From an optimization exercise on the open Yosys and OpenROAD flow, aimed at small area and a short achievable clock period; shortcuts taken in it are not production practice.
No functional check of the RTL was part of this run.
Power is estimated from default activity; no workload was simulated.

==> design.v <==
module alu16(a, b, imm, asel, bsel, shift, op, loadc, loads, c_q, s_q, d_c, d_s);
  input [15:0] a, b;
  input [4:0] imm;
  input asel, bsel;
  input [1:0] shift, op;
  input loadc, loads;
  input [15:0] c_q;   
  input s_q;          
  output [15:0] d_c;  
  output d_s;         
  wire sub = op[0];
  wire sub_n = ~op[0];
  wire asel_n = ~asel;
  wire loadc_n = ~loadc;
  wire loads_n = ~loads;
  wire ld_arith_n = ~(loadc & ~op[1]);
  wire ld_not_n = ~(loadc & op[1] & op[0]);
  wire ld_and_n = ~(loadc & op[1] & ~op[0]);
  wire ld_arith_c = loadc & ~op[1];
  wire ld_arith = loads & ~op[1];
  wire ld_not = loads & op[1] & op[0];
  wire ld_and = loads & op[1] & ~op[0];
  wire [15:0] bin, ainx, pn, gn;
  wire sel_b0;
  wire sel_l0;
  wire sel_r0;
  wire sel_b1;
  wire sel_l1;
  wire sel_r1;
  wire s_x;
  wire sel_bs;
  wire bt0_0;
  wire bt0_1;
  wire bt0_2;
  wire bt1_0;
  wire bt1_1;
  wire bt2_0;
  wire bt2_1;
  wire bt3_0;
  wire bt3_1;
  wire bt4_0;
  wire bt4_1;
  wire bt5_0;
  wire bt5_1;
  wire bt5_2;
  wire bt6_0;
  wire bt6_1;
  wire bt6_2;
  wire bt7_0;
  wire bt7_1;
  wire bt7_2;
  wire bt8_0;
  wire bt8_1;
  wire bt8_2;
  wire bt9_0;
  wire bt9_1;
  wire bt9_2;
  wire bt10_0;
  wire bt10_1;
  wire bt10_2;
  wire bt11_0;
  wire bt11_1;
  wire bt11_2;
  wire bt12_0;
  wire bt12_1;
  wire bt12_2;
  wire bt13_0;
  wire bt13_1;
  wire bt13_2;
  wire bt14_0;
  wire bt14_1;
  wire bt14_2;
  wire bt15_0;
  wire bt15_1;
  wire an_0;
  wire an_1;
  wire an_2;
  wire an_3;
  wire an_4;
  wire an_5;
  wire an_6;
  wire an_7;
  wire an_8;
  wire an_9;
  wire an_10;
  wire an_11;
  wire an_12;
  wire an_13;
  wire an_14;
  wire an_15;
  wire g0n_0;
  wire p0n_0;
  wire g0n_1;
  wire p0n_1;
  wire g0n_2;
  wire p0n_2;
  wire g0n_3;
  wire p0n_3;
  wire g0n_4;
  wire p0n_4;
  wire g0n_5;
  wire p0n_5;
  wire g0n_6;
  wire p0n_6;
  wire g0n_7;
  wire p0n_7;
  wire g0n_8;
  wire p0n_8;
  wire g0n_9;
  wire p0n_9;
  wire g0n_10;
  wire p0n_10;
  wire g0n_11;
  wire p0n_11;
  wire g0n_12;
  wire p0n_12;
  wire g0n_13;
  wire p0n_13;
  wire g0n_14;
  wire p0n_14;
  wire g0n_15;
  wire p0n_15;
  wire g1_1;
  wire g1_3;
  wire pp1_3;
  wire g1_5;
  wire pp1_5;
  wire g1_7;
  wire pp1_7;
  wire g1_9;
  wire pp1_9;
  wire g1_11;
  wire pp1_11;
  wire g1_13;
  wire pp1_13;
  wire g1_15;
  wire pp1_15;
  wire g0n_2_i;
  wire p0n_2_i;
  wire g2_2;
  wire g2_3;
  wire g0n_6_i;
  wire p0n_6_i;
  wire g2_6;
  wire pp2_6;
  wire g2_7;
  wire pp2_7;
  wire g0n_10_i;
  wire p0n_10_i;
  wire g2_10;
  wire pp2_10;
  wire g2_11;
  wire pp2_11;
  wire g0n_14_i;
  wire p0n_14_i;
  wire g2_14;
  wire pp2_14;
  wire g2_15;
  wire pp2_15;
  wire g3_4;
  wire g1_5_i;
  wire pp1_5_i;
  wire g3_5;
  wire g3_6;
  wire g3_7;
  wire g3_12;
  wire pp3_12;
  wire g1_13_i;
  wire pp1_13_i;
  wire g3_13;
  wire pp3_13;
  wire g3_14;
  wire pp3_14;
  wire g3_15;
  wire pp3_15;
  wire g0n_8_i;
  wire p0n_8_i;
  wire g4_8;
  wire g4_9;
  wire g2_10_i;
  wire pp2_10_i;
  wire g4_10;
  wire g2_11_i;
  wire pp2_11_i;
  wire g4_11;
  wire g4_12;
  wire g4_13;
  wire g4_14;
  wire g4_15;
  wire g3_7_b;
  wire g2_3_b;
  wire q_0;
  wire nu_0;
  wire nv_0;
  wire q_1;
  wire nu_1;
  wire nv_1;
  wire qn_1;
  wire x0n_1;
  wire x1n_1;
  wire q_2;
  wire nu_2;
  wire nv_2;
  wire qn_2;
  wire x0n_2;
  wire x1n_2;
  wire q_3;
  wire nu_3;
  wire nv_3;
  wire qn_3;
  wire x0n_3;
  wire x1n_3;
  wire q_4;
  wire nu_4;
  wire nv_4;
  wire qn_4;
  wire x0n_4;
  wire x1n_4;
  wire q_5;
  wire nu_5;
  wire nv_5;
  wire qn_5;
  wire x0n_5;
  wire x1n_5;
  wire q_6;
  wire nu_6;
  wire nv_6;
  wire qn_6;
  wire x0n_6;
  wire x1n_6;
  wire q_7;
  wire nu_7;
  wire nv_7;
  wire qn_7;
  wire x0n_7;
  wire x1n_7;
  wire q_8;
  wire nu_8;
  wire nv_8;
  wire qn_8;
  wire x0n_8;
  wire x1n_8;
  wire q_9;
  wire nu_9;
  wire nv_9;
  wire qn_9;
  wire x0n_9;
  wire x1n_9;
  wire q_10;
  wire nu_10;
  wire nv_10;
  wire qn_10;
  wire x0n_10;
  wire x1n_10;
  wire q_11;
  wire nu_11;
  wire nv_11;
  wire qn_11;
  wire x0n_11;
  wire x1n_11;
  wire q_12;
  wire nu_12;
  wire nv_12;
  wire qn_12;
  wire x0n_12;
  wire x1n_12;
  wire q_13;
  wire nu_13;
  wire nv_13;
  wire qn_13;
  wire x0n_13;
  wire x1n_13;
  wire q_14;
  wire nu_14;
  wire nv_14;
  wire qn_14;
  wire x0n_14;
  wire x1n_14;
  wire q_15;
  wire nu_15;
  wire nv_15;
  wire qn_15;
  wire x0n_15;
  wire x1n_15;
  wire k_0;
  wire e_0;
  wire k_1;
  wire e_1;
  wire k_2;
  wire e_2;
  wire k_3;
  wire e_3;
  wire k_4;
  wire e_4;
  wire k_5;
  wire e_5;
  wire k_6;
  wire e_6;
  wire k_7;
  wire e_7;
  wire k_8;
  wire e_8;
  wire k_9;
  wire e_9;
  wire k_10;
  wire e_10;
  wire k_11;
  wire e_11;
  wire k_12;
  wire e_12;
  wire k_13;
  wire e_13;
  wire k_14;
  wire e_14;
  wire k_15;
  wire e_15;
  wire za_q0;
  wire za_q1;
  wire za_q2;
  wire za_q3;
  wire za_h0;
  wire za_h1;
  wire za_n;
  wire zand_q0;
  wire zand_q1;
  wire zand_q2;
  wire zand_q3;
  wire zand_h0;
  wire zand_h1;
  wire zand_n;
  wire znot_q0;
  wire znot_q1;
  wire znot_q2;
  wire znot_q3;
  wire znot_h0;
  wire znot_h1;
  wire znot_n;
  wire hold_n;
  c_nor3 u1(.a(bsel), .b(shift[1]), .c(shift[0]), .y(sel_b0));
  c_nor3b u2(.a(bsel), .b(shift[1]), .c_n(shift[0]), .y(sel_l0));
  c_nor2b u3(.a(bsel), .b_n(shift[1]), .y(sel_r0));
  c_nor3 u4(.a(bsel), .b(shift[1]), .c(shift[0]), .y(sel_b1));
  c_nor3b u5(.a(bsel), .b(shift[1]), .c_n(shift[0]), .y(sel_l1));
  c_nor2b u6(.a(bsel), .b_n(shift[1]), .y(sel_r1));
  c_xor2 u7(.a(shift[1]), .b(shift[0]), .y(s_x));
  c_nor2 u8(.a(bsel), .b(s_x), .y(sel_bs));
  c_nand2 u9(.a(sel_b0), .b(b[0]), .y(bt0_0));
  c_nand2 u10(.a(sel_r0), .b(b[1]), .y(bt0_1));
  c_nand2 u11(.a(bsel), .b(imm[0]), .y(bt0_2));
  c_nand3 u12(.a(bt0_0), .b(bt0_1), .c(bt0_2), .y(bin[0]));
  c_aoi22 u13(.a1(sel_b0), .a2(b[1]), .b1(sel_l0), .b2(b[0]), .y(bt1_0));
  c_aoi22 u14(.a1(sel_r0), .a2(b[2]), .b1(bsel), .b2(imm[1]), .y(bt1_1));
  c_nand2 u15(.a(bt1_0), .b(bt1_1), .y(bin[1]));
  c_aoi22 u16(.a1(sel_b0), .a2(b[2]), .b1(sel_l0), .b2(b[1]), .y(bt2_0));
  c_aoi22 u17(.a1(sel_r0), .a2(b[3]), .b1(bsel), .b2(imm[2]), .y(bt2_1));
  c_nand2 u18(.a(bt2_0), .b(bt2_1), .y(bin[2]));
  c_aoi22 u19(.a1(sel_b0), .a2(b[3]), .b1(sel_l0), .b2(b[2]), .y(bt3_0));
  c_aoi22 u20(.a1(sel_r0), .a2(b[4]), .b1(bsel), .b2(imm[3]), .y(bt3_1));
  c_nand2 u21(.a(bt3_0), .b(bt3_1), .y(bin[3]));
  c_aoi22 u22(.a1(sel_b0), .a2(b[4]), .b1(sel_l0), .b2(b[3]), .y(bt4_0));
  c_aoi22 u23(.a1(sel_r0), .a2(b[5]), .b1(bsel), .b2(imm[4]), .y(bt4_1));
  c_nand2 u24(.a(bt4_0), .b(bt4_1), .y(bin[4]));
  c_nand2 u25(.a(sel_b0), .b(b[5]), .y(bt5_0));
  c_nand2 u26(.a(sel_l0), .b(b[4]), .y(bt5_1));
  c_nand2 u27(.a(sel_r0), .b(b[6]), .y(bt5_2));
  c_nand3 u28(.a(bt5_0), .b(bt5_1), .c(bt5_2), .y(bin[5]));
  c_nand2 u29(.a(sel_b0), .b(b[6]), .y(bt6_0));
  c_nand2 u30(.a(sel_l0), .b(b[5]), .y(bt6_1));
  c_nand2 u31(.a(sel_r0), .b(b[7]), .y(bt6_2));
  c_nand3 u32(.a(bt6_0), .b(bt6_1), .c(bt6_2), .y(bin[6]));
  c_nand2 u33(.a(sel_b0), .b(b[7]), .y(bt7_0));
  c_nand2 u34(.a(sel_l0), .b(b[6]), .y(bt7_1));
  c_nand2 u35(.a(sel_r0), .b(b[8]), .y(bt7_2));
  c_nand3 u36(.a(bt7_0), .b(bt7_1), .c(bt7_2), .y(bin[7]));
  c_nand2 u37(.a(sel_b1), .b(b[8]), .y(bt8_0));
  c_nand2 u38(.a(sel_l1), .b(b[7]), .y(bt8_1));
  c_nand2 u39(.a(sel_r1), .b(b[9]), .y(bt8_2));
  c_nand3 u40(.a(bt8_0), .b(bt8_1), .c(bt8_2), .y(bin[8]));
  c_nand2 u41(.a(sel_b1), .b(b[9]), .y(bt9_0));
  c_nand2 u42(.a(sel_l1), .b(b[8]), .y(bt9_1));
  c_nand2 u43(.a(sel_r1), .b(b[10]), .y(bt9_2));
  c_nand3 u44(.a(bt9_0), .b(bt9_1), .c(bt9_2), .y(bin[9]));
  c_nand2 u45(.a(sel_b1), .b(b[10]), .y(bt10_0));
  c_nand2 u46(.a(sel_l1), .b(b[9]), .y(bt10_1));
  c_nand2 u47(.a(sel_r1), .b(b[11]), .y(bt10_2));
  c_nand3 u48(.a(bt10_0), .b(bt10_1), .c(bt10_2), .y(bin[10]));
  c_nand2 u49(.a(sel_b1), .b(b[11]), .y(bt11_0));
  c_nand2 u50(.a(sel_l1), .b(b[10]), .y(bt11_1));
  c_nand2 u51(.a(sel_r1), .b(b[12]), .y(bt11_2));
  c_nand3 u52(.a(bt11_0), .b(bt11_1), .c(bt11_2), .y(bin[11]));
  c_nand2 u53(.a(sel_b1), .b(b[12]), .y(bt12_0));
  c_nand2 u54(.a(sel_l1), .b(b[11]), .y(bt12_1));
  c_nand2 u55(.a(sel_r1), .b(b[13]), .y(bt12_2));
  c_nand3 u56(.a(bt12_0), .b(bt12_1), .c(bt12_2), .y(bin[12]));
  c_nand2 u57(.a(sel_b1), .b(b[13]), .y(bt13_0));
  c_nand2 u58(.a(sel_l1), .b(b[12]), .y(bt13_1));
  c_nand2 u59(.a(sel_r1), .b(b[14]), .y(bt13_2));
  c_nand3 u60(.a(bt13_0), .b(bt13_1), .c(bt13_2), .y(bin[13]));
  c_nand2 u61(.a(sel_b1), .b(b[14]), .y(bt14_0));
  c_nand2 u62(.a(sel_l1), .b(b[13]), .y(bt14_1));
  c_nand2 u63(.a(sel_r1), .b(b[15]), .y(bt14_2));
  c_nand3 u64(.a(bt14_0), .b(bt14_1), .c(bt14_2), .y(bin[14]));
  c_nand2 u65(.a(sel_bs), .b(b[15]), .y(bt15_0));
  c_nand2 u66(.a(sel_l1), .b(b[14]), .y(bt15_1));
  c_nand2 u67(.a(bt15_0), .b(bt15_1), .y(bin[15]));
  c_nand2 u68(.a(a[0]), .b(asel_n), .y(an_0));
  c_xnor2 u69(.a(an_0), .b(sub), .y(ainx[0]));
  c_nand2 u70(.a(a[1]), .b(asel_n), .y(an_1));
  c_xnor2 u71(.a(an_1), .b(sub), .y(ainx[1]));
  c_nand2 u72(.a(a[2]), .b(asel_n), .y(an_2));
  c_xnor2 u73(.a(an_2), .b(sub), .y(ainx[2]));
  c_nand2 u74(.a(a[3]), .b(asel_n), .y(an_3));
  c_xnor2 u75(.a(an_3), .b(sub), .y(ainx[3]));
  c_nand2 u76(.a(a[4]), .b(asel_n), .y(an_4));
  c_xnor2 u77(.a(an_4), .b(sub), .y(ainx[4]));
  c_nand2 u78(.a(a[5]), .b(asel_n), .y(an_5));
  c_xnor2 u79(.a(an_5), .b(sub), .y(ainx[5]));
  c_nand2 u80(.a(a[6]), .b(asel_n), .y(an_6));
  c_xnor2 u81(.a(an_6), .b(sub), .y(ainx[6]));
  c_nand2 u82(.a(a[7]), .b(asel_n), .y(an_7));
  c_xnor2 u83(.a(an_7), .b(sub), .y(ainx[7]));
  c_nand2 u84(.a(a[8]), .b(asel_n), .y(an_8));
  c_xnor2 u85(.a(an_8), .b(sub), .y(ainx[8]));
  c_nand2 u86(.a(a[9]), .b(asel_n), .y(an_9));
  c_xnor2 u87(.a(an_9), .b(sub), .y(ainx[9]));
  c_nand2 u88(.a(a[10]), .b(asel_n), .y(an_10));
  c_xnor2 u89(.a(an_10), .b(sub), .y(ainx[10]));
  c_nand2 u90(.a(a[11]), .b(asel_n), .y(an_11));
  c_xnor2 u91(.a(an_11), .b(sub), .y(ainx[11]));
  c_nand2 u92(.a(a[12]), .b(asel_n), .y(an_12));
  c_xnor2 u93(.a(an_12), .b(sub), .y(ainx[12]));
  c_nand2 u94(.a(a[13]), .b(asel_n), .y(an_13));
  c_xnor2 u95(.a(an_13), .b(sub), .y(ainx[13]));
  c_nand2 u96(.a(a[14]), .b(asel_n), .y(an_14));
  c_xnor2 u97(.a(an_14), .b(sub), .y(ainx[14]));
  c_nand2 u98(.a(a[15]), .b(asel_n), .y(an_15));
  c_xnor2 u99(.a(an_15), .b(sub), .y(ainx[15]));
  c_nand2 u100(.a(ainx[0]), .b(bin[0]), .y(g0n_0));
  c_xnor2 u101(.a(ainx[0]), .b(bin[0]), .y(p0n_0));
  assign pn[0] = p0n_0;
  assign gn[0] = g0n_0;
  c_nand2 u102(.a(ainx[1]), .b(bin[1]), .y(g0n_1));
  c_xnor2 u103(.a(ainx[1]), .b(bin[1]), .y(p0n_1));
  assign pn[1] = p0n_1;
  assign gn[1] = g0n_1;
  c_nand2 u104(.a(ainx[2]), .b(bin[2]), .y(g0n_2));
  c_xnor2 u105(.a(ainx[2]), .b(bin[2]), .y(p0n_2));
  assign pn[2] = p0n_2;
  assign gn[2] = g0n_2;
  c_nand2 u106(.a(ainx[3]), .b(bin[3]), .y(g0n_3));
  c_xnor2 u107(.a(ainx[3]), .b(bin[3]), .y(p0n_3));
  assign pn[3] = p0n_3;
  assign gn[3] = g0n_3;
  c_nand2 u108(.a(ainx[4]), .b(bin[4]), .y(g0n_4));
  c_xnor2 u109(.a(ainx[4]), .b(bin[4]), .y(p0n_4));
  assign pn[4] = p0n_4;
  assign gn[4] = g0n_4;
  c_nand2 u110(.a(ainx[5]), .b(bin[5]), .y(g0n_5));
  c_xnor2 u111(.a(ainx[5]), .b(bin[5]), .y(p0n_5));
  assign pn[5] = p0n_5;
  assign gn[5] = g0n_5;
  c_nand2 u112(.a(ainx[6]), .b(bin[6]), .y(g0n_6));
  c_xnor2 u113(.a(ainx[6]), .b(bin[6]), .y(p0n_6));
  assign pn[6] = p0n_6;
  assign gn[6] = g0n_6;
  c_nand2 u114(.a(ainx[7]), .b(bin[7]), .y(g0n_7));
  c_xnor2 u115(.a(ainx[7]), .b(bin[7]), .y(p0n_7));
  assign pn[7] = p0n_7;
  assign gn[7] = g0n_7;
  c_nand2 u116(.a(ainx[8]), .b(bin[8]), .y(g0n_8));
  c_xnor2 u117(.a(ainx[8]), .b(bin[8]), .y(p0n_8));
  assign pn[8] = p0n_8;
  assign gn[8] = g0n_8;
  c_nand2 u118(.a(ainx[9]), .b(bin[9]), .y(g0n_9));
  c_xnor2 u119(.a(ainx[9]), .b(bin[9]), .y(p0n_9));
  assign pn[9] = p0n_9;
  assign gn[9] = g0n_9;
  c_nand2 u120(.a(ainx[10]), .b(bin[10]), .y(g0n_10));
  c_xnor2 u121(.a(ainx[10]), .b(bin[10]), .y(p0n_10));
  assign pn[10] = p0n_10;
  assign gn[10] = g0n_10;
  c_nand2 u122(.a(ainx[11]), .b(bin[11]), .y(g0n_11));
  c_xnor2 u123(.a(ainx[11]), .b(bin[11]), .y(p0n_11));
  assign pn[11] = p0n_11;
  assign gn[11] = g0n_11;
  c_nand2 u124(.a(ainx[12]), .b(bin[12]), .y(g0n_12));
  c_xnor2 u125(.a(ainx[12]), .b(bin[12]), .y(p0n_12));
  assign pn[12] = p0n_12;
  assign gn[12] = g0n_12;
  c_nand2 u126(.a(ainx[13]), .b(bin[13]), .y(g0n_13));
  c_xnor2 u127(.a(ainx[13]), .b(bin[13]), .y(p0n_13));
  assign pn[13] = p0n_13;
  assign gn[13] = g0n_13;
  c_nand2 u128(.a(ainx[14]), .b(bin[14]), .y(g0n_14));
  c_xnor2 u129(.a(ainx[14]), .b(bin[14]), .y(p0n_14));
  assign pn[14] = p0n_14;
  assign gn[14] = g0n_14;
  c_nand2 u130(.a(ainx[15]), .b(bin[15]), .y(g0n_15));
  c_xnor2 u131(.a(ainx[15]), .b(bin[15]), .y(p0n_15));
  assign pn[15] = p0n_15;
  assign gn[15] = g0n_15;
  c_oai21 u132(.a1(p0n_1), .a2(g0n_0), .b1(g0n_1), .y(g1_1));
  c_oai21 u133(.a1(p0n_3), .a2(g0n_2), .b1(g0n_3), .y(g1_3));
  c_nor2 u134(.a(p0n_3), .b(p0n_2), .y(pp1_3));
  c_oai21 u135(.a1(p0n_5), .a2(g0n_4), .b1(g0n_5), .y(g1_5));
  c_nor2 u136(.a(p0n_5), .b(p0n_4), .y(pp1_5));
  c_oai21 u137(.a1(p0n_7), .a2(g0n_6), .b1(g0n_7), .y(g1_7));
  c_nor2 u138(.a(p0n_7), .b(p0n_6), .y(pp1_7));
  c_oai21 u139(.a1(p0n_9), .a2(g0n_8), .b1(g0n_9), .y(g1_9));
  c_nor2 u140(.a(p0n_9), .b(p0n_8), .y(pp1_9));
  c_oai21 u141(.a1(p0n_11), .a2(g0n_10), .b1(g0n_11), .y(g1_11));
  c_nor2 u142(.a(p0n_11), .b(p0n_10), .y(pp1_11));
  c_oai21 u143(.a1(p0n_13), .a2(g0n_12), .b1(g0n_13), .y(g1_13));
  c_nor2 u144(.a(p0n_13), .b(p0n_12), .y(pp1_13));
  c_oai21 u145(.a1(p0n_15), .a2(g0n_14), .b1(g0n_15), .y(g1_15));
  c_nor2 u146(.a(p0n_15), .b(p0n_14), .y(pp1_15));
  c_inv u147(.a(g0n_2), .y(g0n_2_i));
  c_inv u148(.a(p0n_2), .y(p0n_2_i));
  c_aoi21 u149(.a1(p0n_2_i), .a2(g1_1), .b1(g0n_2_i), .y(g2_2));
  c_aoi21 u150(.a1(pp1_3), .a2(g1_1), .b1(g1_3), .y(g2_3));
  c_inv u151(.a(g0n_6), .y(g0n_6_i));
  c_inv u152(.a(p0n_6), .y(p0n_6_i));
  c_aoi21 u153(.a1(p0n_6_i), .a2(g1_5), .b1(g0n_6_i), .y(g2_6));
  c_nand2 u154(.a(p0n_6_i), .b(pp1_5), .y(pp2_6));
  c_aoi21 u155(.a1(pp1_7), .a2(g1_5), .b1(g1_7), .y(g2_7));
  c_nand2 u156(.a(pp1_7), .b(pp1_5), .y(pp2_7));
  c_inv u157(.a(g0n_10), .y(g0n_10_i));
  c_inv u158(.a(p0n_10), .y(p0n_10_i));
  c_aoi21 u159(.a1(p0n_10_i), .a2(g1_9), .b1(g0n_10_i), .y(g2_10));
  c_nand2 u160(.a(p0n_10_i), .b(pp1_9), .y(pp2_10));
  c_aoi21 u161(.a1(pp1_11), .a2(g1_9), .b1(g1_11), .y(g2_11));
  c_nand2 u162(.a(pp1_11), .b(pp1_9), .y(pp2_11));
  c_inv u163(.a(g0n_14), .y(g0n_14_i));
  c_inv u164(.a(p0n_14), .y(p0n_14_i));
  c_aoi21 u165(.a1(p0n_14_i), .a2(g1_13), .b1(g0n_14_i), .y(g2_14));
  c_nand2 u166(.a(p0n_14_i), .b(pp1_13), .y(pp2_14));
  c_aoi21 u167(.a1(pp1_15), .a2(g1_13), .b1(g1_15), .y(g2_15));
  c_nand2 u168(.a(pp1_15), .b(pp1_13), .y(pp2_15));
  c_oai21 u169(.a1(p0n_4), .a2(g2_3), .b1(g0n_4), .y(g3_4));
  c_inv u170(.a(g1_5), .y(g1_5_i));
  c_inv u171(.a(pp1_5), .y(pp1_5_i));
  c_oai21 u172(.a1(pp1_5_i), .a2(g2_3), .b1(g1_5_i), .y(g3_5));
  c_oai21 u173(.a1(pp2_6), .a2(g2_3_b), .b1(g2_6), .y(g3_6));
  c_oai21 u174(.a1(pp2_7), .a2(g2_3_b), .b1(g2_7), .y(g3_7));
  c_oai21 u175(.a1(p0n_12), .a2(g2_11), .b1(g0n_12), .y(g3_12));
  c_nor2 u176(.a(p0n_12), .b(pp2_11), .y(pp3_12));
  c_inv u177(.a(g1_13), .y(g1_13_i));
  c_inv u178(.a(pp1_13), .y(pp1_13_i));
  c_oai21 u179(.a1(pp1_13_i), .a2(g2_11), .b1(g1_13_i), .y(g3_13));
  c_nor2 u180(.a(pp1_13_i), .b(pp2_11), .y(pp3_13));
  c_oai21 u181(.a1(pp2_14), .a2(g2_11), .b1(g2_14), .y(g3_14));
  c_nor2 u182(.a(pp2_14), .b(pp2_11), .y(pp3_14));
  c_oai21 u183(.a1(pp2_15), .a2(g2_11), .b1(g2_15), .y(g3_15));
  c_nor2 u184(.a(pp2_15), .b(pp2_11), .y(pp3_15));
  c_inv u185(.a(g0n_8), .y(g0n_8_i));
  c_inv u186(.a(p0n_8), .y(p0n_8_i));
  c_aoi21 u187(.a1(p0n_8_i), .a2(g3_7), .b1(g0n_8_i), .y(g4_8));
  c_aoi21 u188(.a1(pp1_9), .a2(g3_7), .b1(g1_9), .y(g4_9));
  c_inv u189(.a(g2_10), .y(g2_10_i));
  c_inv u190(.a(pp2_10), .y(pp2_10_i));
  c_aoi21 u191(.a1(pp2_10_i), .a2(g3_7), .b1(g2_10_i), .y(g4_10));
  c_inv u192(.a(g2_11), .y(g2_11_i));
  c_inv u193(.a(pp2_11), .y(pp2_11_i));
  c_aoi21 u194(.a1(pp2_11_i), .a2(g3_7), .b1(g2_11_i), .y(g4_11));
  c_aoi21 u195(.a1(pp3_12), .a2(g3_7_b), .b1(g3_12), .y(g4_12));
  c_aoi21 u196(.a1(pp3_13), .a2(g3_7_b), .b1(g3_13), .y(g4_13));
  c_aoi21 u197(.a1(pp3_14), .a2(g3_7_b), .b1(g3_14), .y(g4_14));
  c_aoi21 u198(.a1(pp3_15), .a2(g3_7_b), .b1(g3_15), .y(g4_15));
  c_oai21 u199(.a1(pp2_7), .a2(g2_3), .b1(g2_7), .y(g3_7_b));
  c_aoi21 u200(.a1(pp1_3), .a2(g1_1), .b1(g1_3), .y(g2_3_b));
  c_xnor2 u201(.a(pn[0]), .b(sub), .y(q_0));
  c_and2 u202(.a(loadc_n), .b(c_q[0]), .y(nu_0));
  c_o22ai u203(.a1(ld_not_n), .a2(bin[0]), .b1(ld_and_n), .b2(gn[0]), .y(nv_0));
  c_a211o u204(.a1(ld_arith_c), .a2(q_0), .b1(nu_0), .c1(nv_0), .y(d_c[0]));
  c_xnor2 u205(.a(pn[1]), .b(sub), .y(q_1));
  c_and2 u206(.a(loadc_n), .b(c_q[1]), .y(nu_1));
  c_o22ai u207(.a1(ld_not_n), .a2(bin[1]), .b1(ld_and_n), .b2(gn[1]), .y(nv_1));
  c_inv u208(.a(q_1), .y(qn_1));
  c_a211oi u209(.a1(ld_arith_c), .a2(q_1), .b1(nu_1), .c1(nv_1), .y(x0n_1));
  c_a211oi u210(.a1(ld_arith_c), .a2(qn_1), .b1(nu_1), .c1(nv_1), .y(x1n_1));
  c_mux2i u211(.s(g0n_0), .a0(x1n_1), .a1(x0n_1), .y(d_c[1]));
  c_xnor2 u212(.a(pn[2]), .b(sub), .y(q_2));
  c_and2 u213(.a(loadc_n), .b(c_q[2]), .y(nu_2));
  c_o22ai u214(.a1(ld_not_n), .a2(bin[2]), .b1(ld_and_n), .b2(gn[2]), .y(nv_2));
  c_inv u215(.a(q_2), .y(qn_2));
  c_a211oi u216(.a1(ld_arith_c), .a2(q_2), .b1(nu_2), .c1(nv_2), .y(x0n_2));
  c_a211oi u217(.a1(ld_arith_c), .a2(qn_2), .b1(nu_2), .c1(nv_2), .y(x1n_2));
  c_mux2i u218(.s(g1_1), .a0(x0n_2), .a1(x1n_2), .y(d_c[2]));
  c_xnor2 u219(.a(pn[3]), .b(sub), .y(q_3));
  c_and2 u220(.a(loadc_n), .b(c_q[3]), .y(nu_3));
  c_o22ai u221(.a1(ld_not_n), .a2(bin[3]), .b1(ld_and_n), .b2(gn[3]), .y(nv_3));
  c_inv u222(.a(q_3), .y(qn_3));
  c_a211oi u223(.a1(ld_arith_c), .a2(q_3), .b1(nu_3), .c1(nv_3), .y(x0n_3));
  c_a211oi u224(.a1(ld_arith_c), .a2(qn_3), .b1(nu_3), .c1(nv_3), .y(x1n_3));
  c_mux2i u225(.s(g2_2), .a0(x1n_3), .a1(x0n_3), .y(d_c[3]));
  c_xnor2 u226(.a(pn[4]), .b(sub), .y(q_4));
  c_and2 u227(.a(loadc_n), .b(c_q[4]), .y(nu_4));
  c_o22ai u228(.a1(ld_not_n), .a2(bin[4]), .b1(ld_and_n), .b2(gn[4]), .y(nv_4));
  c_inv u229(.a(q_4), .y(qn_4));
  c_a211oi u230(.a1(ld_arith_c), .a2(q_4), .b1(nu_4), .c1(nv_4), .y(x0n_4));
  c_a211oi u231(.a1(ld_arith_c), .a2(qn_4), .b1(nu_4), .c1(nv_4), .y(x1n_4));
  c_mux2i u232(.s(g2_3), .a0(x1n_4), .a1(x0n_4), .y(d_c[4]));
  c_xnor2 u233(.a(pn[5]), .b(sub), .y(q_5));
  c_and2 u234(.a(loadc_n), .b(c_q[5]), .y(nu_5));
  c_o22ai u235(.a1(ld_not_n), .a2(bin[5]), .b1(ld_and_n), .b2(gn[5]), .y(nv_5));
  c_inv u236(.a(q_5), .y(qn_5));
  c_a211oi u237(.a1(ld_arith_c), .a2(q_5), .b1(nu_5), .c1(nv_5), .y(x0n_5));
  c_a211oi u238(.a1(ld_arith_c), .a2(qn_5), .b1(nu_5), .c1(nv_5), .y(x1n_5));
  c_mux2i u239(.s(g3_4), .a0(x0n_5), .a1(x1n_5), .y(d_c[5]));
  c_xnor2 u240(.a(pn[6]), .b(sub), .y(q_6));
  c_and2 u241(.a(loadc_n), .b(c_q[6]), .y(nu_6));
  c_o22ai u242(.a1(ld_not_n), .a2(bin[6]), .b1(ld_and_n), .b2(gn[6]), .y(nv_6));
  c_inv u243(.a(q_6), .y(qn_6));
  c_a211oi u244(.a1(ld_arith_c), .a2(q_6), .b1(nu_6), .c1(nv_6), .y(x0n_6));
  c_a211oi u245(.a1(ld_arith_c), .a2(qn_6), .b1(nu_6), .c1(nv_6), .y(x1n_6));
  c_mux2i u246(.s(g3_5), .a0(x0n_6), .a1(x1n_6), .y(d_c[6]));
  c_xnor2 u247(.a(pn[7]), .b(sub), .y(q_7));
  c_and2 u248(.a(loadc_n), .b(c_q[7]), .y(nu_7));
  c_o22ai u249(.a1(ld_not_n), .a2(bin[7]), .b1(ld_and_n), .b2(gn[7]), .y(nv_7));
  c_inv u250(.a(q_7), .y(qn_7));
  c_a211oi u251(.a1(ld_arith_c), .a2(q_7), .b1(nu_7), .c1(nv_7), .y(x0n_7));
  c_a211oi u252(.a1(ld_arith_c), .a2(qn_7), .b1(nu_7), .c1(nv_7), .y(x1n_7));
  c_mux2i u253(.s(g3_6), .a0(x0n_7), .a1(x1n_7), .y(d_c[7]));
  c_xnor2 u254(.a(pn[8]), .b(sub), .y(q_8));
  c_and2 u255(.a(loadc_n), .b(c_q[8]), .y(nu_8));
  c_o22ai u256(.a1(ld_not_n), .a2(bin[8]), .b1(ld_and_n), .b2(gn[8]), .y(nv_8));
  c_inv u257(.a(q_8), .y(qn_8));
  c_a211oi u258(.a1(ld_arith_c), .a2(q_8), .b1(nu_8), .c1(nv_8), .y(x0n_8));
  c_a211oi u259(.a1(ld_arith_c), .a2(qn_8), .b1(nu_8), .c1(nv_8), .y(x1n_8));
  c_mux2i u260(.s(g3_7), .a0(x0n_8), .a1(x1n_8), .y(d_c[8]));
  c_xnor2 u261(.a(pn[9]), .b(sub), .y(q_9));
  c_and2 u262(.a(loadc_n), .b(c_q[9]), .y(nu_9));
  c_o22ai u263(.a1(ld_not_n), .a2(bin[9]), .b1(ld_and_n), .b2(gn[9]), .y(nv_9));
  c_inv u264(.a(q_9), .y(qn_9));
  c_a211oi u265(.a1(ld_arith_c), .a2(q_9), .b1(nu_9), .c1(nv_9), .y(x0n_9));
  c_a211oi u266(.a1(ld_arith_c), .a2(qn_9), .b1(nu_9), .c1(nv_9), .y(x1n_9));
  c_mux2i u267(.s(g4_8), .a0(x1n_9), .a1(x0n_9), .y(d_c[9]));
  c_xnor2 u268(.a(pn[10]), .b(sub), .y(q_10));
  c_and2 u269(.a(loadc_n), .b(c_q[10]), .y(nu_10));
  c_o22ai u270(.a1(ld_not_n), .a2(bin[10]), .b1(ld_and_n), .b2(gn[10]), .y(nv_10));
  c_inv u271(.a(q_10), .y(qn_10));
  c_a211oi u272(.a1(ld_arith_c), .a2(q_10), .b1(nu_10), .c1(nv_10), .y(x0n_10));
  c_a211oi u273(.a1(ld_arith_c), .a2(qn_10), .b1(nu_10), .c1(nv_10), .y(x1n_10));
  c_mux2i u274(.s(g4_9), .a0(x1n_10), .a1(x0n_10), .y(d_c[10]));
  c_xnor2 u275(.a(pn[11]), .b(sub), .y(q_11));
  c_and2 u276(.a(loadc_n), .b(c_q[11]), .y(nu_11));
  c_o22ai u277(.a1(ld_not_n), .a2(bin[11]), .b1(ld_and_n), .b2(gn[11]), .y(nv_11));
  c_inv u278(.a(q_11), .y(qn_11));
  c_a211oi u279(.a1(ld_arith_c), .a2(q_11), .b1(nu_11), .c1(nv_11), .y(x0n_11));
  c_a211oi u280(.a1(ld_arith_c), .a2(qn_11), .b1(nu_11), .c1(nv_11), .y(x1n_11));
  c_mux2i u281(.s(g4_10), .a0(x1n_11), .a1(x0n_11), .y(d_c[11]));
  c_xnor2 u282(.a(pn[12]), .b(sub), .y(q_12));
  c_and2 u283(.a(loadc_n), .b(c_q[12]), .y(nu_12));
  c_o22ai u284(.a1(ld_not_n), .a2(bin[12]), .b1(ld_and_n), .b2(gn[12]), .y(nv_12));
  c_inv u285(.a(q_12), .y(qn_12));
  c_a211oi u286(.a1(ld_arith_c), .a2(q_12), .b1(nu_12), .c1(nv_12), .y(x0n_12));
  c_a211oi u287(.a1(ld_arith_c), .a2(qn_12), .b1(nu_12), .c1(nv_12), .y(x1n_12));
  c_mux2i u288(.s(g4_11), .a0(x1n_12), .a1(x0n_12), .y(d_c[12]));
  c_xnor2 u289(.a(pn[13]), .b(sub), .y(q_13));
  c_and2 u290(.a(loadc_n), .b(c_q[13]), .y(nu_13));
  c_o22ai u291(.a1(ld_not_n), .a2(bin[13]), .b1(ld_and_n), .b2(gn[13]), .y(nv_13));
  c_inv u292(.a(q_13), .y(qn_13));
  c_a211oi u293(.a1(ld_arith_c), .a2(q_13), .b1(nu_13), .c1(nv_13), .y(x0n_13));
  c_a211oi u294(.a1(ld_arith_c), .a2(qn_13), .b1(nu_13), .c1(nv_13), .y(x1n_13));
  c_mux2i u295(.s(g4_12), .a0(x1n_13), .a1(x0n_13), .y(d_c[13]));
  c_xnor2 u296(.a(pn[14]), .b(sub), .y(q_14));
  c_and2 u297(.a(loadc_n), .b(c_q[14]), .y(nu_14));
  c_o22ai u298(.a1(ld_not_n), .a2(bin[14]), .b1(ld_and_n), .b2(gn[14]), .y(nv_14));
  c_inv u299(.a(q_14), .y(qn_14));
  c_a211oi u300(.a1(ld_arith_c), .a2(q_14), .b1(nu_14), .c1(nv_14), .y(x0n_14));
  c_a211oi u301(.a1(ld_arith_c), .a2(qn_14), .b1(nu_14), .c1(nv_14), .y(x1n_14));
  c_mux2i u302(.s(g4_13), .a0(x1n_14), .a1(x0n_14), .y(d_c[14]));
  c_xnor2 u303(.a(pn[15]), .b(sub), .y(q_15));
  c_and2 u304(.a(loadc_n), .b(c_q[15]), .y(nu_15));
  c_o22ai u305(.a1(ld_not_n), .a2(bin[15]), .b1(ld_and_n), .b2(gn[15]), .y(nv_15));
  c_inv u306(.a(q_15), .y(qn_15));
  c_a211oi u307(.a1(ld_arith_c), .a2(q_15), .b1(nu_15), .c1(nv_15), .y(x0n_15));
  c_a211oi u308(.a1(ld_arith_c), .a2(qn_15), .b1(nu_15), .c1(nv_15), .y(x1n_15));
  c_mux2i u309(.s(g4_14), .a0(x1n_15), .a1(x0n_15), .y(d_c[15]));
  assign k_0 = sub;
  c_xor2 u310(.a(pn[0]), .b(k_0), .y(e_0));
  c_nand3 u311(.a(gn[0]), .b(pn[0]), .c(sub_n), .y(k_1));
  c_xor2 u312(.a(pn[1]), .b(k_1), .y(e_1));
  c_nand3 u313(.a(gn[1]), .b(pn[1]), .c(sub_n), .y(k_2));
  c_xor2 u314(.a(pn[2]), .b(k_2), .y(e_2));
  c_nand3 u315(.a(gn[2]), .b(pn[2]), .c(sub_n), .y(k_3));
  c_xor2 u316(.a(pn[3]), .b(k_3), .y(e_3));
  c_nand3 u317(.a(gn[3]), .b(pn[3]), .c(sub_n), .y(k_4));
  c_xor2 u318(.a(pn[4]), .b(k_4), .y(e_4));
  c_nand3 u319(.a(gn[4]), .b(pn[4]), .c(sub_n), .y(k_5));
  c_xor2 u320(.a(pn[5]), .b(k_5), .y(e_5));
  c_nand3 u321(.a(gn[5]), .b(pn[5]), .c(sub_n), .y(k_6));
  c_xor2 u322(.a(pn[6]), .b(k_6), .y(e_6));
  c_nand3 u323(.a(gn[6]), .b(pn[6]), .c(sub_n), .y(k_7));
  c_xor2 u324(.a(pn[7]), .b(k_7), .y(e_7));
  c_nand3 u325(.a(gn[7]), .b(pn[7]), .c(sub_n), .y(k_8));
  c_xor2 u326(.a(pn[8]), .b(k_8), .y(e_8));
  c_nand3 u327(.a(gn[8]), .b(pn[8]), .c(sub_n), .y(k_9));
  c_xor2 u328(.a(pn[9]), .b(k_9), .y(e_9));
  c_nand3 u329(.a(gn[9]), .b(pn[9]), .c(sub_n), .y(k_10));
  c_xor2 u330(.a(pn[10]), .b(k_10), .y(e_10));
  c_nand3 u331(.a(gn[10]), .b(pn[10]), .c(sub_n), .y(k_11));
  c_xor2 u332(.a(pn[11]), .b(k_11), .y(e_11));
  c_nand3 u333(.a(gn[11]), .b(pn[11]), .c(sub_n), .y(k_12));
  c_xor2 u334(.a(pn[12]), .b(k_12), .y(e_12));
  c_nand3 u335(.a(gn[12]), .b(pn[12]), .c(sub_n), .y(k_13));
  c_xor2 u336(.a(pn[13]), .b(k_13), .y(e_13));
  c_nand3 u337(.a(gn[13]), .b(pn[13]), .c(sub_n), .y(k_14));
  c_xor2 u338(.a(pn[14]), .b(k_14), .y(e_14));
  c_nand3 u339(.a(gn[14]), .b(pn[14]), .c(sub_n), .y(k_15));
  c_xor2 u340(.a(pn[15]), .b(k_15), .y(e_15));
  c_nand4 u341(.a(e_0), .b(e_1), .c(e_2), .d(e_3), .y(za_q0));
  c_nand4 u342(.a(e_4), .b(e_5), .c(e_6), .d(e_7), .y(za_q1));
  c_nand4 u343(.a(e_8), .b(e_9), .c(e_10), .d(e_11), .y(za_q2));
  c_nand4 u344(.a(e_12), .b(e_13), .c(e_14), .d(e_15), .y(za_q3));
  c_nor2 u345(.a(za_q0), .b(za_q1), .y(za_h0));
  c_nor2 u346(.a(za_q2), .b(za_q3), .y(za_h1));
  c_nand3 u347(.a(za_h0), .b(za_h1), .c(ld_arith), .y(za_n));
  c_nand4 u348(.a(gn[0]), .b(gn[1]), .c(gn[2]), .d(gn[3]), .y(zand_q0));
  c_nand4 u349(.a(gn[4]), .b(gn[5]), .c(gn[6]), .d(gn[7]), .y(zand_q1));
  c_nand4 u350(.a(gn[8]), .b(gn[9]), .c(gn[10]), .d(gn[11]), .y(zand_q2));
  c_nand4 u351(.a(gn[12]), .b(gn[13]), .c(gn[14]), .d(gn[15]), .y(zand_q3));
  c_nor2 u352(.a(zand_q0), .b(zand_q1), .y(zand_h0));
  c_nor2 u353(.a(zand_q2), .b(zand_q3), .y(zand_h1));
  c_nand3 u354(.a(zand_h0), .b(zand_h1), .c(ld_and), .y(zand_n));
  c_nand4 u355(.a(bin[0]), .b(bin[1]), .c(bin[2]), .d(bin[3]), .y(znot_q0));
  c_nand4 u356(.a(bin[4]), .b(bin[5]), .c(bin[6]), .d(bin[7]), .y(znot_q1));
  c_nand4 u357(.a(bin[8]), .b(bin[9]), .c(bin[10]), .d(bin[11]), .y(znot_q2));
  c_nand4 u358(.a(bin[12]), .b(bin[13]), .c(bin[14]), .d(bin[15]), .y(znot_q3));
  c_nor2 u359(.a(znot_q0), .b(znot_q1), .y(znot_h0));
  c_nor2 u360(.a(znot_q2), .b(znot_q3), .y(znot_h1));
  c_nand3 u361(.a(znot_h0), .b(znot_h1), .c(ld_not), .y(znot_n));
  c_nand2 u362(.a(loads_n), .b(s_q), .y(hold_n));
  c_nand4 u363(.a(za_n), .b(zand_n), .c(znot_n), .d(hold_n), .y(d_s));
endmodule
module datapath(datapath_in, vsel, writenum, write, readnum, clk, loada, loadb, shift, asel, bsel, ALUop, loadc, loads, datapath_out, Z_out);
  input write, clk, loada, loadb, vsel, asel, bsel, loadc, loads;
  input [1:0] shift, ALUop;
  input [2:0] writenum, readnum;
  input [15:0] datapath_in;
  output [15:0] datapath_out;
  output Z_out;
  reg [15:0] R0, R1, R2, R3, R4, R5, R6, R7;
  reg [15:0] A, B, C;
  reg S;
  wire [15:0] wdata = vsel ? datapath_in : C;
  always @(posedge clk) begin
    if (write && writenum == 3'd0) R0 <= wdata;
    if (write && writenum == 3'd1) R1 <= wdata;
    if (write && writenum == 3'd2) R2 <= wdata;
    if (write && writenum == 3'd3) R3 <= wdata;
    if (write && writenum == 3'd4) R4 <= wdata;
    if (write && writenum == 3'd5) R5 <= wdata;
    if (write && writenum == 3'd6) R6 <= wdata;
    if (write && writenum == 3'd7) R7 <= wdata;
  end
  wire [7:0] rsel = 8'b1 << readnum;
  wire [15:0] rdata;
  genvar i;
  generate
    for (i = 0; i < 16; i = i + 1) begin : rd
      read_bit u(.r({R7[i], R6[i], R5[i], R4[i], R3[i], R2[i], R1[i], R0[i]}), .s(rsel), .q(rdata[i]));
    end
  endgenerate
  always @(posedge clk) begin
    if (loada) A <= rdata;
    if (loadb) B <= rdata;
  end
  wire [15:0] c_next;
  wire s_next;
  alu16 u_alu(.a(A), .b(B), .imm(datapath_in[4:0]), .asel(asel), .bsel(bsel), .shift(shift),
              .op(ALUop), .loadc(loadc), .loads(loads), .c_q(C), .s_q(S),
              .d_c(c_next), .d_s(s_next));
  always @(posedge clk) begin
    C <= c_next;
    S <= s_next;
  end
  assign datapath_out = C;
  assign Z_out = S;
endmodule
module read_bit(r, s, q);
  input [7:0] r, s;
  output q;
  assign q = |(r & s);
endmodule
module c_inv(a, y);
  input a;
  output y;
  assign y = ~a;
endmodule
module c_nand2(a, b, y);
  input a, b;
  output y;
  assign y = ~(a & b);
endmodule
module c_nand3(a, b, c, y);
  input a, b, c;
  output y;
  assign y = ~(a & b & c);
endmodule
module c_nand4(a, b, c, d, y);
  input a, b, c, d;
  output y;
  assign y = ~(a & b & c & d);
endmodule
module c_nor2(a, b, y);
  input a, b;
  output y;
  assign y = ~(a | b);
endmodule
module c_xor2(a, b, y);
  input a, b;
  output y;
  assign y = a ^ b;
endmodule
module c_xnor2(a, b, y);
  input a, b;
  output y;
  assign y = ~(a ^ b);
endmodule
module c_aoi21(a1, a2, b1, y);
  input a1, a2, b1;
  output y;
  assign y = ~((a1 & a2) | b1);
endmodule
module c_oai21(a1, a2, b1, y);
  input a1, a2, b1;
  output y;
  assign y = ~((a1 | a2) & b1);
endmodule
module c_o22a(a1, a2, b1, b2, y);
  input a1, a2, b1, b2;
  output y;
  assign y = (a1 | a2) & (b1 | b2);
endmodule
module c_nor4(a, b, c, d, y);
  input a, b, c, d;
  output y;
  assign y = ~(a | b | c | d);
endmodule
module c_aoi22(a1, a2, b1, b2, y);
  input a1, a2, b1, b2;
  output y;
  assign y = ~((a1 & a2) | (b1 & b2));
endmodule
module c_o211ai(a1, a2, b1, c1, y);
  input a1, a2, b1, c1;
  output y;
  assign y = ~((a1 | a2) & b1 & c1);
endmodule
module c_nor3(a, b, c, y);
  input a, b, c;
  output y;
  assign y = ~(a | b | c);
endmodule
module c_and2(a, b, y);
  input a, b;
  output y;
  assign y = a & b;
endmodule
module c_o22ai(a1, a2, b1, b2, y);
  input a1, a2, b1, b2;
  output y;
  assign y = ~((a1 | a2) & (b1 | b2));
endmodule
module c_a211o(a1, a2, b1, c1, y);
  input a1, a2, b1, c1;
  output y;
  assign y = (a1 & a2) | b1 | c1;
endmodule
module c_a211oi(a1, a2, b1, c1, y);
  input a1, a2, b1, c1;
  output y;
  assign y = ~((a1 & a2) | b1 | c1);
endmodule
module c_mux2i(s, a0, a1, y);
  input s, a0, a1;
  output y;
  assign y = ~(s ? a1 : a0);
endmodule
module c_nor3b(a, b, c_n, y);
  input a, b, c_n;
  output y;
  assign y = ~(a | b | ~c_n);
endmodule
module c_nor2b(a, b_n, y);
  input a, b_n;
  output y;
  assign y = ~(a | ~b_n);
endmodule
==> flow/run.sh <==
#!/bin/bash
# Layout flow: the standard flow (standard.sh, unchanged synthesis) with
# smaller port buffers, smaller clock buffers and no dummy clock loads. Each tool's full output
# stays in orfs/logs/; make's own output goes to flow_make.log here.
set -euo pipefail
bash standard.sh \
  "BUFFER_PORTS_ARGS=-buffer_cell sky130_fd_sc_hd__buf_1" \
  "CTS_ARGS=-sink_clustering_enable -repair_clock_nets -dont_use_dummy_load -buf_list sky130_fd_sc_hd__clkbuf_8" \
  finish > flow_make.log 2>&1
==> standard.sh <==
#!/bin/bash
# synth_recipe.tcl (not shown) runs the flow's synth.tcl, then flattens the netlist and writes it again
# the make line also repeats each setting of config.mk as NAME=value (left out here)
make -C /OpenROAD-flow-scripts/flow DESIGN_CONFIG=/design/flow/config.mk WORK_HOME=/design/flow/orfs CLKGATE_MAP_FILE= SYNTH_SCRIPT=/design/flow/synth_recipe.tcl "${@:-finish}"
==> config.mk <==
export PLATFORM = sky130hd
export DESIGN_NAME = datapath
export DESIGN_NICKNAME = datapath
export VERILOG_FILES = /design/flow/design.v
export SDC_FILE = /design/flow/constraint.sdc
export NUM_CORES = 4
export LEC_CHECK = 0
export CAP_MARGIN = 20
export CORE_MARGIN = 2
export CORE_UTILIZATION = 65
export SETUP_SLACK_MARGIN = 2.3
export SLEW_MARGIN = 20
export SYNTH_HIERARCHICAL = 1
export SYNTH_MINIMUM_KEEP_SIZE = 0
==> constraint.sdc <==
create_clock -name core_clock -period 5.0 [get_ports {clk}]
set_input_delay 1.0000 -clock core_clock [delete_from_list [all_inputs] [get_ports {clk}]]
set_output_delay 1.0000 -clock core_clock [all_outputs]
set_load 0.01 [all_outputs]
==> run summary <==
## final timing paths
| kind | to | slack [ps] |
|---|---|---|
| max | C[9] | 2360 |
| min | S | 510 |
| max reg2reg | C[9] | 2960 |
| min reg2reg | S | 510 |
## area by class of cell
cell class              instances  area, µm²  area share
flip-flops and latches        177       5140       0.523
multi-input cells             441       3670       0.373
clock buffers                  17        234      0.0238
well taps                     172        215      0.0219
repair buffers                 80        430      0.0437
inverters                      37        143      0.0145
## modules after synthesis (local to each module, per instance), excerpt
module    times used  cells inside  cell area [µm²]  flops+latches
c_mux2i           15             1             10.0              0
c_nand3           29             1             5.00              0
c_inv             33             1             3.75              0
read_bit          16             5             36.3              0
c_and2            16             1             6.26              0
c_a211oi          30             1             12.5              0
c_nand4           13             1             6.26              0
c_xor2            17             1             8.76              0
c_o22ai           16             1             6.26              0
alu16              1            10             55.1              0
c_oai21           15             1             5.00              0
c_aoi22            8             1             12.5              0
## stage by stage
stage | instances | util | cell area, µm² | worst slack, ps | hold slack [ps]
after floorplan | 657 | - | 8630 | 2310 | 511
after global placement | 888 | 0.718 | 9130 | 1580 | 472
after detailed placement | 888 | 0.718 | 9130 | 1430 | 491
after CTS | 916 | 0.752 | 9570 | 2280 | 506
after global routing | 924 | 0.774 | 9840 | 2270 | 545
final | 924 | 0.774 | 9840 | 2360 | 512
## repair_timing
item                                    4_1_cts  5_1_grt
cloned                                        0        0
hold endpoints to repair                      0        0
endpoints found under the setup margin       16        9
gates resized for setup                      22       40
hold buffers                                  0        0
setup buffers                                11        8
pin swaps                                     7       14
## power breakdown
group	total, W	internal (W)	leakage, nW	switching [W]
clock	0.000716	0.000300	0.122	0.000416
combinational	0.000859	0.000343	1.70	0.000516
sequential	0.00184	0.00178	1.63	0.0000667
## cell usage after synthesis (2+ instances only)
library cell  number  area, µm²
a211oi_2          30        375
a21oi_2           15        131
a22oi_1           64        480
a22oi_2            8        100
and2_1            16        100
and3_1             2       12.5
and3b_1            4       35.0
and4b_1            3       30.0
dfxtp_1           17        340
edfxtp_1         160       4800
inv_1             37        139
mux2_2             6       67.6
mux2_4            10        150
mux2i_1           15        150
nand2_1           78        293
nand3_1           30        150
nand4_1           29        181
nor2_1            16       60.1
nor2b_1            2       12.5
nor2b_4            2       27.5
nor3_2             2       20.0
nor3b_1            3       22.5
nor3b_2            2       25.0
nor4bb_1           2       20.0
o21ai_1           15       75.1
o22ai_1           16        100
xnor2_1           48        420
xor2_1            17        149
## tightest hold or removal path, delay by kind of cell, from the launching register on
kind / cells / cell delay [ps]
DFF: 1 / 340
and+or+nand+nor: 2 / 140
## routing by layer
layer / wire, µm / vias up
met1: 8000 / 2865
met3: 1140 / 37
met4: 396 / 0
li1: - / 2725
met2: 9920 / 212
met5: 0 / -
## logic make-up after synthesis
| group | after synthesis | share of synthesized area |
|---|---|---|
| AO/OA/AOI/OAI | 149 | 0.149 |
| XOR/XNOR | 65 | 0.0665 |
| buffers and inverters | 39 | 0.0199 |
| flip-flops | 177 | 0.601 |
| multiplexers | 31 | 0.0430 |
| AND/OR/NAND/NOR | 196 | 0.121 |
==> run summary <==
clk slew on worst S/H paths=approximately 60 ps; Die ar.=0.0141 mm²; clock insertion delay at the later pin of the skew report=450 ps; DRC Markers=0; number of global-route vias before repair=roughly 5800; dpl hpwl=roughly 13000 µm; Startpoint Class=input pin; Cell Pwr Density=348 mW/mm²; status=no timing/DRC/antenna violations; Rel. slew slack=0.275; Syn-to-layout area delta=15.0%; total I/O pin count=52; syn avg cell area=roughly 13 µm²; worst-case reg-to-reg path depth=8; CP cell instances=buf_4, buf_8, nor3_4, buf_4, a22oi_2, nand2_2, xnor2_4, o21ai_4, a21oi_4, o21ai_4, a21oi_2, mux2i_1; Post-synth ARST share=0; EDFF count, synth=between 150 and 200; CTS tree=built; detailed-route via count=just under 6000; area of the mapped netlist=~0.0086 mm²; FP Rows=41; Total Routing Usage GR=0.281; Synth Instances=between 600 and 700; GR Util met1=0.356; static leakage=3.46 nW; hold path startpoint=S; Core ar.=roughly 0.013 mm²; warnings from Yosys=7; Fin. Hold Viols=0; Worst path slowest cell=o21ai_4; global-route wire length before repair=~30000 µm; crit end category=flop; final net count=about 790; CP Depth=12; Num CTS Buffers=17; largest net degree at the start of global routing=32; Routed wire per std cell=between 20 and 25 µm; RSZ-0062 raised after global routing=false; Synthesized Nets=around 690; sequential area share after synthesis=0.601; commonest non-fill, non-tap cell in the layout=edfxtp_1; M3 GR Usage=0.0541; total power=0.00342 W; vias per cell=approximately 6.3; largest stage delay on the critical path=between 300 and 400 ps; worst-margin pin slew=~1100 ps; met2 usage=0.485; fin crit period=~2600 ps; FF-to-FF Start=A[1]; layout cells sized above 1=0.237; Slew Viols, Final=0; TritonCTS Sinks=about 180; Initial Util=0.673; WP buf/inv=3; htree depth=4; Final Wtd Congestion=about 0.85; final period utilization=0.528; Worst IR Drop VDD=about 0.00028 V; Peak Freq=0.379 GHz; Hold Crit Class=reg -> reg; GR peak layer=met2; total wire length=around 19000 µm; Die Ht=~120 µm; Max Cap Viol=0; CP required=between 5000 and 6000 ps; # setup viols final=0; critical path data arrival time=around 3000 ps; antenna violations before repair=0; Port Buffers=between 50 and 60; total global routing overflow=0; ys flop type=edfxtp_1; Worst Setup SP=bsel; Layout Skew=30.8 ps; DRT antenna net count=0; FF+latch count, synth=around 180; Pre-Repair DR Iteration Count=5; CP delay by family, top=compound AO/OA/AOI/OAI gates; Antenna Cells=0; Hold Crit Depth=2; commonest cells after routing, fill and taps aside=160 x edfxtp_1, 70 x nand2_1, 64 x a22oi_1; setup TNS=0 ps; Clock Tree Root=clkbuf_8; Clock Tree Buf Depth=2; Crit Path Max Fanout=7; Die W=around 120 µm; Setup CP Type=in -> reg; Synth cell types=36; DR iter-0 viols=between 600 and 700; # fillers=840

-- port drivers added, routing unchanged --
The flow's constraints put no driver on any port. The routed layout listed below was extracted and timed again, unchanged, in two steps.
Step 1 (the two cells are an assumption about what drives the block):
set clk [get_ports {clk}]
set_driving_cell -lib_cell sky130_fd_sc_hd__clkbuf_16 $clk
set_driving_cell -lib_cell sky130_fd_sc_hd__buf_2 [delete_from_list [all_inputs] $clk]
Step 2, shift: input delay + t, output delay - t, t = (earliest + latest rising clock arrival at the registers) / 2. This alone moves slack from input paths to output paths.
a / b / c = ideal ports / drivers / drivers and shift; a / b = the first two.
t (ns): 0.475
setup WS [ns]: 2.360 / 2.373 / 1.898
worst data-port slew with drivers (ns): 0.05
cell pins on the clock port's net: 1
After both steps setup and hold are still met in this run. For this run, drivers alone change the setup slack by +0.013 ns; drivers and shift together by -0.462 ns.
